Background: an optimization exercise with open tools, aiming at small area. Do not read the settings as production practice. Function was checked by simulation only, so behaviour that the tests miss may differ from the original. No activity file was given, so power comes from the tool's default toggle rates.

### flow/design.v
module deconvolve_40mhz(
                        input CLK,                
                        input RST,                
                        input [1:0] ENABLE40,           
                        input [12-1:0] ADC_IN,  
                        input [6-1:0] FD,  
                        input [6-1:0] FN,  
                        output reg [12-1:0] ADC_OUT  
                        );
   reg [6+12-1:0] INT_A0;
   reg [6+12-1:0] INT_A1;
   reg [6+12-1:0] INT_A;
   reg [6+12:0] INT_B;
   reg [6+12-1:0] INT_C;
   reg [6+12+6-1:0] INT_D0;
   reg [6+12+6-1:0] INT_D1;
   reg [6+12+6-1:0] INT_D;
   reg [6+12+6:0] INT_E;
   reg [12-1:0] ADC_LIMITED;
   always @(posedge CLK) begin
      if (ENABLE40 == 0) begin
         ADC_LIMITED <= ADC_IN;
         INT_A0 <= ADC_LIMITED * FD;
         INT_B <= {ADC_LIMITED,6'b0} - INT_A;
         if (INT_B[6+12])
           INT_C <= 0;
         else
           INT_C <= INT_B[6+12-1:0];
         INT_D0 <= INT_C * FN;
         INT_E <= INT_D + (1 << 4+6-1);
         if (INT_E[6+12+4])
           ADC_OUT <= 4095;
         else
           ADC_OUT <= INT_E[6+12-1+
                            4:
                            6+4];
      end
      if (ENABLE40 == 1) begin
	 INT_A1 <= INT_A0;
	 INT_D1 <= INT_D0;
      end
      if (ENABLE40 == 2) begin
	 INT_A <= INT_A1;
	 INT_D <= INT_D1;
      end
      if (RST) begin
         ADC_LIMITED <= 0;
         INT_A0 <= 0;
         INT_A1 <= 0;
         INT_A <= 0;
         INT_B <= 0;
         INT_C <= 0;
         INT_D0 <= 0;
         INT_D1 <= 0;
         INT_D <= 0;
         INT_E <= 0;
         ADC_OUT <= 0;
      end
   end
endmodule
module integral_40mhz(
 input 					CLK,
 input 					RST,
 input [1:0] 				ENABLE40,
 input [12-1:0] 		ADC,
 input [14-3:0]	THRESHOLD,
 output reg [14-1:0] INTEGRAL
		      );
   reg [14-1+6:0] INTEGRALA;
   reg [14-1+6:0] DECAY;
   reg [14-1+6:0] DELTA;
   reg [14-1:0] INTEGRAL_DELAY[0:119];
   reg [14-1:0] DLYD_INTEGRAL;
   reg [12+6-1:0] ADCLONG;
   reg [12+6-1:0] BASELINE;
   reg [12+6-1:0] BASELINE_PLUS_HALF;
   reg [12+6-1:0] BASELINE_MINUS_HALF;
   reg [12+6-1:0] BASELINE_PLUS_ONE;
   reg [12+6-1:0] BASELINE_MINUS_ONE;
   integer              J;
   always @(posedge CLK) begin
      if (ENABLE40 == 0) begin
         INTEGRAL_DELAY[0] <= INTEGRAL;
         for (J=1; J<=119; J=J+1)
           INTEGRAL_DELAY[J] <= INTEGRAL_DELAY[J-1];
         DLYD_INTEGRAL <= INTEGRAL_DELAY[119];
	 ADCLONG[12+6-1:6] <= ADC;
	 ADCLONG[6-1:0] <= 0;
         DELTA <= ADCLONG - BASELINE;
	 if (INTEGRALA[14+6-1] == 0)
	   DECAY <= (1 << (6-1));
	 else
	   DECAY <= 0;
	 if ((INTEGRALA[14+6-1] == 1)
	     || (DLYD_INTEGRAL > {2'b00,THRESHOLD})) INTEGRALA <= 0;
	 else if (INTEGRAL[14-1:0] > {1'b0,THRESHOLD,1'b0})
	   begin
	      INTEGRALA[14+6-1:
			6] <= {1'b0,THRESHOLD,1'b0};
	      INTEGRALA[6-1:0] <= 0;
	   end
	 BASELINE_PLUS_HALF <= BASELINE + (1 << (6-1));
	 BASELINE_MINUS_HALF <= BASELINE - (1 << (6-1));
	 BASELINE_PLUS_ONE <= BASELINE + (1 << (6));
	 BASELINE_MINUS_ONE <= BASELINE - (1 << (6));
      end  
      if (ENABLE40 == 1) begin
	 INTEGRAL <= INTEGRALA[14+6-1:
			       6];     
	 INTEGRALA <= INTEGRALA + DELTA;
	 if (ADCLONG > BASELINE_PLUS_ONE)
	   BASELINE <= BASELINE +
			(4 << (6-6));
	 else if (ADCLONG > BASELINE_PLUS_HALF)
	   BASELINE <= BASELINE +
			(2 << (6-6));
	 else if (ADCLONG > BASELINE)
	   BASELINE <= BASELINE +
			(1 << (6-6));
	 else if (ADCLONG < BASELINE_MINUS_ONE)
	   BASELINE <= BASELINE - 
			(4 << (6-6));
	 else if (ADCLONG < BASELINE_MINUS_HALF)
	   BASELINE <= BASELINE - 
			(2 << (6-6));
	 else if  (ADCLONG < BASELINE)
	   BASELINE <= BASELINE - 
			(1 << (6-6));
      end
      if (ENABLE40 == 2) begin
	 if (INTEGRALA[14+6-1] == 0)
	   INTEGRALA <= INTEGRALA - DECAY;
	 else
	   INTEGRALA <= 0;
      end
      if (RST) begin
         for (J=0; J<=119; J=J+1)
           INTEGRAL_DELAY[J] <= 0;
         DLYD_INTEGRAL <= 0;
         INTEGRAL <= 0;
         INTEGRALA <= 0;
         DECAY <= 0;
         DELTA <= 0;
         ADCLONG <= 0;
         BASELINE <= 0;
         BASELINE_PLUS_HALF <= 0;
         BASELINE_MINUS_HALF <= 0;
         BASELINE_PLUS_ONE <= 0;
         BASELINE_MINUS_ONE <= 0;
      end
   end  
endmodule  
module totd_40mhz(
		  input [1:0] 				  ENABLE40,
		  input 				  CLK120,
		  input 				  RST,
		  input [12-1:0] 		  ADC0,
		  input [12-1:0] 		  ADC1,
		  input [12-1:0] 		  ADC2,
		  input [12-1:0] 		  THRES0,
		  input [12-1:0] 		  THRES1,
		  input [12-1:0] 		  THRES2,
		  input [12-1:0] 		  UP0,
		  input [12-1:0] 		  UP1,
		  input [12-1:0] 		  UP2,
		  input [2:0] 				  TRIG_ENABLE,
		  input [1:0] 				  MULTIPLICITY,
                  input [(9-2)-1:0] 		  OCCUPANCY,
                  input [6-1:0] FD,
                  input [6-1:0] FN,
                  input [14-3:0] 	  INT,
		  output reg 				  TRIG
		  );
   reg 				    SB_TRIG[2:0];
   reg [120-1:0] 	    WINDOW[2:0];
   reg [(9-2):0] 	    OCC_COUNTER[2:0];
   reg [2:0] 			    PMT_TRIG;
   reg [1:0] 			    SUM_PMT_TRIGS;
   reg [12-1:0] 	    THRES[2:0];
   reg [12-1:0] 	    UP[2:0];
   reg 				    TRIG_NOW;
   reg 				    TRIG_PREV;
   reg [12-1:0] 	    ADCD[2:0];
   reg [1:0] 			    LCL_ENABLE40;
   wire [12-1:0] 	    ADCD0;
   wire [12-1:0] 	    ADCD1;
   wire [12-1:0] 	    ADCD2;
   wire [14-1:0] INTEGRAL0;
   wire [14-1:0] INTEGRAL1;
   wire [14-1:0] INTEGRAL2;
   reg [14-1:0]  DLYD_INTEGRAL0[0:4];
   reg [14-1:0]  DLYD_INTEGRAL1[0:4];
   reg [14-1:0]  DLYD_INTEGRAL2[0:4];
   reg [14-1:0]  INTEGRAL[2:0];
   integer 			  INDEX;
   integer 			  J;
   deconvolve_40mhz deconv0(
                            .CLK(CLK120),
                            .RST(RST),
                            .ENABLE40(LCL_ENABLE40),
                            .ADC_IN(ADC0),
                            .FD(FD),
                            .FN(FN),
                            .ADC_OUT(ADCD0)
                            );
   deconvolve_40mhz deconv1(
                            .CLK(CLK120),
                            .RST(RST),
                            .ENABLE40(LCL_ENABLE40),
                            .ADC_IN(ADC1),
                            .FD(FD),
                            .FN(FN),
                            .ADC_OUT(ADCD1)
                            );
   deconvolve_40mhz deconv2(
                            .CLK(CLK120),
                            .RST(RST),
                            .ENABLE40(LCL_ENABLE40),
                            .ADC_IN(ADC2),
                            .FD(FD),
                            .FN(FN),
                            .ADC_OUT(ADCD2)
                            );
   integral_40mhz integral0(
                            .CLK(CLK120),
                            .RST(RST),
                            .ENABLE40(LCL_ENABLE40),
                            .ADC(ADC0),
			    .THRESHOLD(INT),
                            .INTEGRAL(INTEGRAL0)
                            );
   integral_40mhz integral1(
                            .CLK(CLK120),
                            .RST(RST),
                            .ENABLE40(LCL_ENABLE40),
                            .ADC(ADC1),
			    .THRESHOLD(INT),
                            .INTEGRAL(INTEGRAL1)
                            );
   integral_40mhz integral2(
                            .CLK(CLK120),
                            .RST(RST),
                            .ENABLE40(LCL_ENABLE40),
                            .ADC(ADC2),
			    .THRESHOLD(INT),
                            .INTEGRAL(INTEGRAL2)
                            );
   always @(posedge CLK120) begin
      LCL_ENABLE40 <= ENABLE40;
      if (LCL_ENABLE40 == 0) begin
         for (INDEX=0; INDEX<3; INDEX=INDEX+1) begin
	    if ((THRES[INDEX] < ADCD[INDEX]) 
                && (UP[INDEX] >= ADCD[INDEX])
                && (TRIG_ENABLE[INDEX] == 1)) 
	      PMT_TRIG[INDEX] <= 1;
	    else 
	      PMT_TRIG[INDEX] <= 0;
            WINDOW[INDEX][120-1:0]
              <= {WINDOW[INDEX][120-2:0],PMT_TRIG[INDEX]};
            if (WINDOW[INDEX][120-1] && !PMT_TRIG[INDEX])
              OCC_COUNTER[INDEX] <= OCC_COUNTER[INDEX]-1;
            else if (!WINDOW[INDEX][120-1] && PMT_TRIG[INDEX])
              OCC_COUNTER[INDEX] <= OCC_COUNTER[INDEX]+1;
            if ((OCC_COUNTER[INDEX] > OCCUPANCY) &&
		!INTEGRAL[INDEX][14-1]
                && (INTEGRAL[INDEX] > INT)) SB_TRIG[INDEX] <= 1;
            else SB_TRIG[INDEX] <= 0;
         end  
	 THRES[0] <= THRES0;
	 THRES[1] <= THRES1;
	 THRES[2] <= THRES2;
	 UP[0] <= UP0;
	 UP[1] <= UP1;
	 UP[2] <= UP2;
	 ADCD[0] <= ADCD0;
	 ADCD[1] <= ADCD1;
	 ADCD[2] <= ADCD2;
	 DLYD_INTEGRAL0[0] <= INTEGRAL0;
	 DLYD_INTEGRAL1[0] <= INTEGRAL1;
	 DLYD_INTEGRAL2[0] <= INTEGRAL2;
	 for (J=1; J<=4; J=J+1)
	   begin
	      DLYD_INTEGRAL0[J] <= DLYD_INTEGRAL0[J-1];
	      DLYD_INTEGRAL1[J] <= DLYD_INTEGRAL1[J-1];
	      DLYD_INTEGRAL2[J] <= DLYD_INTEGRAL2[J-1];
	   end
	 INTEGRAL[0] <= DLYD_INTEGRAL0[4];
	 INTEGRAL[1] <= DLYD_INTEGRAL1[4];
	 INTEGRAL[2] <= DLYD_INTEGRAL2[4];
	 SUM_PMT_TRIGS <= SB_TRIG[0] + SB_TRIG[1] + SB_TRIG[2];
	 if ((SUM_PMT_TRIGS >= MULTIPLICITY) && (MULTIPLICITY != 0)) begin
	    TRIG_NOW <= 1;
	 end
	 else
	   TRIG_NOW <= 0;
	 TRIG <= TRIG_NOW && !TRIG_PREV;
	 TRIG_PREV <= TRIG_NOW;
      end   
      if (LCL_ENABLE40 == 1)
	begin
	   if (TRIG) begin
	      OCC_COUNTER[0] <= 0;
	      OCC_COUNTER[1] <= 0;
	      OCC_COUNTER[2] <= 0;
	      WINDOW[0] <= 0;
	      WINDOW[1] <= 0;
	      WINDOW[2] <= 0;
	   end
	end
      if (LCL_ENABLE40 == 2)
	begin
	end
      if (RST) begin
         for (INDEX=0; INDEX<3; INDEX=INDEX+1) begin
            SB_TRIG[INDEX] <= 0;
            WINDOW[INDEX] <= 0;
            OCC_COUNTER[INDEX] <= 0;
            ADCD[INDEX] <= 0;
            INTEGRAL[INDEX] <= 0;
         end
         PMT_TRIG <= 0;
         SUM_PMT_TRIGS <= 0;
         TRIG_NOW <= 0;
         TRIG_PREV <= 0;
         TRIG <= 0;
         for (J=0; J<=4; J=J+1) begin
            DLYD_INTEGRAL0[J] <= 0;
            DLYD_INTEGRAL1[J] <= 0;
            DLYD_INTEGRAL2[J] <= 0;
         end
      end
   end
endmodule
### flow/run.sh
#!/bin/bash
# synth_recipe.tcl (not shown) runs the flow's synth.tcl, then flattens the netlist and writes it again
# the make line also repeats each setting of config.mk as NAME=value (left out here)
make -C /OpenROAD-flow-scripts/flow DESIGN_CONFIG=/design/flow/config.mk WORK_HOME=/design/flow/orfs CLKGATE_MAP_FILE= SYNTH_SCRIPT=/design/flow/synth_recipe.tcl finish
### flow/config.mk
export PLATFORM = sky130hd
export DESIGN_NAME = totd_40mhz
export DESIGN_NICKNAME = totd_40mhz
export VERILOG_FILES = /design/flow/design.v
export SDC_FILE = /design/flow/constraint.sdc
export NUM_CORES = 4
export LEC_CHECK = 0
export CAP_MARGIN = 20
export CORE_MARGIN = 2
export CORE_UTILIZATION = 45
export SLEW_MARGIN = 20
### flow/constraint.sdc
create_clock -name core_clock -period 8.3 [get_ports {CLK120}]
set_input_delay 1.6600 -clock core_clock [delete_from_list [all_inputs] [get_ports {CLK120}]]
set_output_delay 1.6600 -clock core_clock [all_outputs]
set_load 0.01 [all_outputs]
==> reports/results.tsv <==
stage	metric	value	unit
synthesis	synth_area_leaders	dfxtp_1 49%, mux2i_1 23%, nor2_1 9.4%, ha_1 3.3%, fa_1 2.4%	
timing	worst_pin_slew	1.18	ns
routing	via_count	167000	
clock_network	cts_resized	0	
die	row_count	279	
place	place_hpwl	338	mm
synthesis	avgSynthCellArea	10.1	µm²
global_route	grt_pass1_wl	871	mm
hold_path	hold_path_startpoint	deconv1.INT_B[16]	
timing	setup_violations	0	
die	dieArea	583000	µm²
timing	clock-skew-final	0.0768	ns
timing	relSlewSlack	0.215	
synthesis	netlist.area_leader.share	0.493	
synthesis	synth_nets	26900	
global_route	grt_pass1_vias	161000	
routing	drtPass1Iterations	6	
global_route	grt_util_all_layers	0.177	
hold_path	hold_class	flip-flop to flip-flop	
synthesis	synth_common_cells	6520 x nor2_1, 6400 x dfxtp_1, 5908 x mux2i_1	
clock_network	cts_tree	done	
layout	instances_no_fill	33500	
run_status	outcome	finished clean	
layout	area_growth_syn_to_layout	11.8	%
synthesis	synth_warnings	14	
clock_network	holdBufCountCts	0	
timing	finalCritPeriodShare	0.743	
routing	vias_per_cell	4.99	
global_route	antenna_found_initial	16	
clock_network	cts_buffers	680	
critical_path	arrival	7.04	ns
critical_path	r2r_cells	17	
synthesis	ys_types	96	
critical_path	end_kind	flip-flop	
clock_network	cts_setup_buffers	0	
die	die_h	764	µm
synthesis	synthArstFlopShare	0	
routing	drt_iter0_markers	9919	
global_route	grt_max_degree	236	
critical_path	crit_end	deconv2.INT_D0[22]	
clock_network	ctsHtreeMaxLevel	6	
critical_path	crit_start	FN[3]	
timing	rsz0062_at_grt	no	
critical_path	critPathLaunchType	primary input	
synthesis	synth_most_common_cell	nor2_1	
routing	wl_per_cell	15.9	µm
clock_network	clock_tree.root_cell	clkbuf_16	
layout	utilization	0.504	
synthesis	ys_ff_latch	6472	
clock_network	clk_pin_slew	0.06	ns
place	place_inst	32300	
synthesis	syn_inst	25700	
timing	finalHoldViolations	0	
place	place.port_buffers	148	
critical_path	worst-setup-path-type	primary input to flip-flop	
die	io_pins	149	
flow_run	drv_cap	0	
pwr	total_power	68.3	mW
place	gp_congestion	0.827	
layout	final_nets	26400	
routing	post-route-drc-count	0	
die	dieWidth	764	µm
synthesis	syn-cell-area	260000	µm²
synthesis	synth-edff-count	72	
critical_path	cp_max_fo	17	
routing	antenna_left	0	
critical_path	timing.rr.end	deconv2.INT_A0[17]	
die	initial_core_util	0.451	
timing	maxSlewViolCount	0	
synthesis	synth_area_leader_cell	dfxtp_1	
timing	setup_tns	0	ns
timing	timing.fmax	162	MHz
pwr	leakagePower	115	nW
pwr	ir_worst_vdd	0.212	mV
timing	fin_crit	6.17	ns
synthesis	ys.flop_type	dfxtp_1	
layout	drive_above_1_share	0.0545	
clock_network	cts_max_path_buffers	4	
global_route	grt-ovfl-total	0	
clock_network	clkLatencyLatePin	1.05	ns
clock_network	clock_sinks	6472	
critical_path	ff2ff_setup_slack	3.21	ns
synthesis	yosysSeqAreaShare	0.501	
die	coreArea	576000	µm²
routing	wl	533	mm
critical_path	critPathRequiredTime	9.18	ns
pwr	p_per_area	235	nW/µm²
critical_path	r2r_start	integral2.ADCLONG[12]	
==> flip-flops by register name (all words and copies together), names as in the netlist, 19 cells and up <==
register and count:
UP 36, integral0.INTEGRALA 20, ADCD 36, integral0.INTEGRAL_DELAY 1680, deconv0.INT_B 19, OCC_COUNTER 24, integral2.INTEGRALA 20, integral2.INTEGRAL_DELAY 1680
THRES 36, deconv2.INT_B 19, integral1.INTEGRAL_DELAY 1680, integral1.INTEGRALA 20, WINDOW 360, deconv1.INT_B 19
==> cells by family (layout without fill, tap and decap cells) <==
| family | Yosys count | after routing | share of synthesized area |
|---|---|---|---|
| and+or+nand+nor | 8106 | 8106 | 0.128 |
| DFF | 6472 | 6472 | 0.501 |
| muxes | 5911 | 5911 | 0.228 |
| buffers and inverters | 2330 | 2357 | 0.0337 |
| AOI/OAI and AO/OA | 1469 | 1469 | 0.0373 |
| adders and majority gates | 1003 | 1003 | 0.0574 |
| xor gates and xnor gates | 427 | 427 | 0.0144 |
| other | 0 | 6 | 0 |
==> worst max-delay path, cell delays in order <==
cell and delay (ns):
clkdlybuf4s50_1 1.11, buf_4 0.39, and2_1 0.18, fa_1 0.45, fa_1 0.54, inv_1 0.05, fa_1 0.53, inv_1 0.04
ha_1 0.34, a311oi_1 0.28, nand2_1 0.12, o21ai_1 0.27, a31oi_1 0.21, a41o_1 0.30, nor2_1 0.17, nor4b_1 0.27
nor4_1 0.09
==> how the worst min path moves through the flow <==
stage                             endpoint  cells after the start
floorplan               deconv0.INT_A0[16]                      2
global placement    integral2.INTEGRALA[0]                      2
detailed placement       deconv1.INT_B[16]                      2
CTS                          WINDOW[1][87]                      2
global route             deconv1.INT_B[16]                      2
finish                   deconv1.INT_B[16]                      2
==> cell usage in the layout (no fill, tap or decap), types with 142 or more instances in the layout <==
master           instances
xnor2_1                320
nand2_1                416
clkbuf_8               166
ha_1                   684
a211oi_1               205
a21oi_1                358
mux2i_1               5908
clkdlybuf4s50_1        143
nor2_1                6516
inv_1                  718
buf_4                  198
clkbuf_16              696
dfxtp_1               6400
o21ai_0                259
fa_1                   316
clkbuf_1               142
and2_1                 484
==> power breakdown <==
part	switching [mW]	leakage (nW)	total, mW	internal (mW)
Combinational	3.62	51.7	5.87	2.24
Clock	12.5	11.3	30.7	18.1
Sequential	0.362	52.3	31.8	31.4
Total	16.5	115	68.3	51.8
==> metal layers <==
layer / global-route usage / routed length [µm] / vias to the layer above / part of all wire
li1: - / - / 85500 / -
met1: 0.258 / 270000 / 78800 / 0.51
met2: 0.280 / 233000 / 1857 / 0.44
met3: 0.0215 / 17200 / 765 / 0.032
met4: 0.0414 / 11900 / 0 / 0.022
met5: 0 / 0 / - / 0
==> layout make-up <==
| class | count | area [µm²] |
|---|---|---|
| inverters | 735 | 2760 |
| flip-flops and latches | 6472 | 130000 |
| multi-input cells | 16900 | 121000 |
| repair buffers | 400 | 4040 |
| fillers | 52800 | 286000 |
| well taps | 7727 | 9670 |
| clock buffers | 1004 | 20200 |
| diodes | 6 | 15.0 |
| clock inverters | 218 | 2700 |
==> per-stage QoR <==
stage	worst slack [ns]	cell area (µm²)	hold slack, ns
2_1_floorplan	2.35	260000	0.425
3_3_place_gp	0.919	268000	0.442
3_5_place_dp	0.966	268000	0.444
4_1_cts	2.10	291000	0.445
5_1_grt	1.73	291000	0.466
6_report	2.13	291000	0.449

[port drivers added, routing unchanged]
The flow's constraints put no driver on any port. The routed layout listed below was extracted and timed again, unchanged, in two steps.
Step 1 assumes that a clkbuf_16 drives the clock port and a buf_2 every other input.
Step 2 also shifts input and output timing later by t, the mid clock arrival at the registers, as if the neighbouring blocks saw the same clock.
a / b / c = no drivers / after step 1 / after step 2; a / b = the first two.
t, ns: 1.135
setup WS [ns]: 2.135 / 2.227 / 1.093
worst setup path after step 2: input to register
worst register clock-pin slew, ns: 0.07 / 0.07
After both steps this run still meets setup and hold. For this run, drivers alone change the setup slack by +0.092 ns; drivers and shift together by -1.042 ns.
